This design comes from an exercise in tuning for small area, a short achievable clock period and few clock cycles on the open sky130 flow, not from production work.
In this exercise RTL edits were held to simulation tests only and were not proved equivalent to the original.
No activity file was given, so power comes from the tool's default toggle rates.

== blue ==
==> flow/design.v (excerpt) <==
module mips_pipeline (
    input  wire        clk,
    input  wire        reset,
    output wire [31:0] imem_addr,
    input  wire [31:0] imem_rdata,
    output wire [31:0] dmem_addr,
    output wire [31:0] dmem_wdata,
    output wire        dmem_we,
    output wire        dmem_re,
    input  wire [31:0] dmem_rdata
);
Size: about 1200 flip-flops, roughly 160 I/O pins, ~59000 um2 of cells after synthesis.
Settings: LEC_CHECK=0, ABC_AREA=1, CAP_MARGIN=20, CORE_MARGIN=2, CORE_UTILIZATION=40, CTS_CLUSTER_DIAMETER=60, CTS_CLUSTER_SIZE=30, SLEW_MARGIN=20, TNS_END_PERCENT=20; clock period 7.5 ns.
standard.sh (not shown) runs the stock make flow with config.mk's settings and CLKGATE_MAP_FILE= SYNTH_SCRIPT=/design/flow/synth_recipe.tcl, a recipe that flattens the netlist after the stock synthesis.
==> flow/flow/run.sh <==
#!/bin/bash
set -e
export BUFFER_PORTS_ARGS="-buffer_cell sky130_fd_sc_hd__buf_4"
export SKIP_GATE_CLONING=1
W=$PWD
sed 's/^set_input_delay 1\.5000 /set_input_delay 1.7000 /' constraint.sdc > flow/opt.sdc
sed "s|^export SDC_FILE = .*|export SDC_FILE = $W/flow/opt.sdc|" config.mk > flow/opt_config.mk
sed "s|DESIGN_CONFIG=[^ ]*|DESIGN_CONFIG=$W/flow/opt_config.mk|" standard.sh > flow/opt_standard.sh
SETUP_SLACK_MARGIN=4.7 bash flow/opt_standard.sh cts > standard_cts.log 2>&1
SETUP_SLACK_MARGIN=4.6 bash flow/opt_standard.sh > standard_finish.log 2>&1
The flow did not stop early for blue: all stages ran, and the layout cleared the timing, DRC and antenna checks.
Testbench counts of blue, summed over its fixed seeds: cycles 23,348.
The following lists how orange was set up differently from blue:
==> flow/flow/run.sh <==
#!/bin/bash
# Standard layout with three changes:
#  - ports buffered by buf_4 cells instead of the default delay-cell buffers;
#  - no gate cloning in timing repair (a clone can overload its driver after
#    the last design repair);
#  - timing repair aims at a setup margin of 4.8 ns up to clock tree synthesis
#    and 4.65 ns after global routing.
set -e
export BUFFER_PORTS_ARGS="-buffer_cell sky130_fd_sc_hd__buf_4"
export SKIP_GATE_CLONING=1
SETUP_SLACK_MARGIN=4.8 bash standard.sh cts > standard_cts.log 2>&1
SETUP_SLACK_MARGIN=4.65 bash standard.sh > standard_finish.log 2>&1
==> comparison <==
- orange against blue: core utilization fell by 1.3 points, post-route non-filler standard cell count went down, setup slack up 160 ps.
- A beginning of the critical path of imem_rdata[21] is what orange shows, while imem_rdata[17] belongs to blue.
- Relative to blue, the count of buffers not belonging to the clock network in the layout measured on orange has decreased by more than 10%.
- Of blue and orange, the run reporting the higher maximum number of pins on one net before global-route repair was orange.
- Termination of the worst setup path = x_a[19]: orange; termination of the worst setup path = x_b[19]: blue
- Multi-input logic area in orange vs blue: down 1.0%
- [compare] base=blue new=orange: met1 wire length increased by 870 um relative to the old numbers, internal power consumption decreased by about 1.6% relative to the old numbers, clock period minus final worst setup slack decreased by 160 ps relative to the old numbers, total non-filler cell area in the finished layout decreased by 2.5% relative to the old numbers.

* * *

Another version of the RTL of mips_pipeline (not shown whole).
Size: roughly 7200 cells after synthesis, about 1300 flip-flops, ~160 I/O pins, about 0.064 mm^2 of cells after synthesis.
clock: 7.5 ns
lec_check: 0
abc_area: 1
cap_margin: 20
core_margin: 2
core_utilization: 40
cts_cluster_diameter: 60
cts_cluster_size: 30
setup_slack_margin: 4.8
slew_margin: 20
tns_end_percent: 20
==> flow/flow/run.sh <==
#!/bin/bash
# Standard layout, with the ports buffered by buf_4 cells instead of the
# default delay-cell buffers.
set -e
export BUFFER_PORTS_ARGS="-buffer_cell sky130_fd_sc_hd__buf_4"
bash standard.sh > standard.log 2>&1
The starting point completed, yet does not pass: capacitance limit, slew limit.
Testbench counts at the start, summed over its fixed seeds: cycles 23,348.
Next try:
==> flow/flow/run.sh (replaced) <==
#!/bin/bash
# Standard layout with three changes:
#  - ports buffered by buf_4 cells instead of the default delay-cell buffers;
#  - no gate cloning in timing repair (a clone can overload its driver after
#    the last design repair);
#  - timing repair aims at a setup margin of 4.8 ns up to clock tree synthesis
#    and 4.65 ns after global routing.
set -e
export BUFFER_PORTS_ARGS="-buffer_cell sky130_fd_sc_hd__buf_4"
export SKIP_GATE_CLONING=1
SETUP_SLACK_MARGIN=4.8 bash standard.sh cts > standard_cts.log 2>&1
SETUP_SLACK_MARGIN=4.65 bash standard.sh > standard_finish.log 2>&1
- SETUP_SLACK_MARGIN: 4.8 -> unset
This time the run ran to the end with no violations.
Cell count increases slightly.
Routed wire length climbs by a few percent.
First-iteration DRC count goes up by a few percent.
Synthesized cell count does not change.
Die area is unchanged.
Combinational power goes up by a few percent.
Cell area rises by a few percent.

## re-timing with driven ports
Ports are ideal in the flow. The routed layouts listed here were re-timed in OpenROAD. Step 1, drivers: a clkbuf_16 drives clk and a buf_2 each remaining input, both assumed. Step 2, shift: input delay + t, output delay - t, t = (earliest + latest rising clock arrival at the registers) / 2. This alone moves slack from input paths to output paths. Slacks: no drivers / after step 1 / after step 2; pairs: no drivers / after step 1.
| run | t, ns | setup WS [ns] | latest minus earliest clock arrival (ns) | worst register clock-pin slew, ns |
|---|---|---|---|---|
| orange | 0.861 | 4.349 / 4.366 / 3.505 | 0.087 / 0.088 | 0.10 / 0.10 |
| the first run of note 2 | 0.867 | 4.362 / 4.350 / 3.484 | 0.063 / 0.063 | 0.11 / 0.11 |
| the second run of note 2 | 0.877 | 4.419 / 4.414 / 3.536 | 0.078 / 0.077 | 0.10 / 0.10 |
The setup slack of the second run of note 2, which loses most, moves by -0.005 ns with the drivers and by -0.883 ns with both steps.
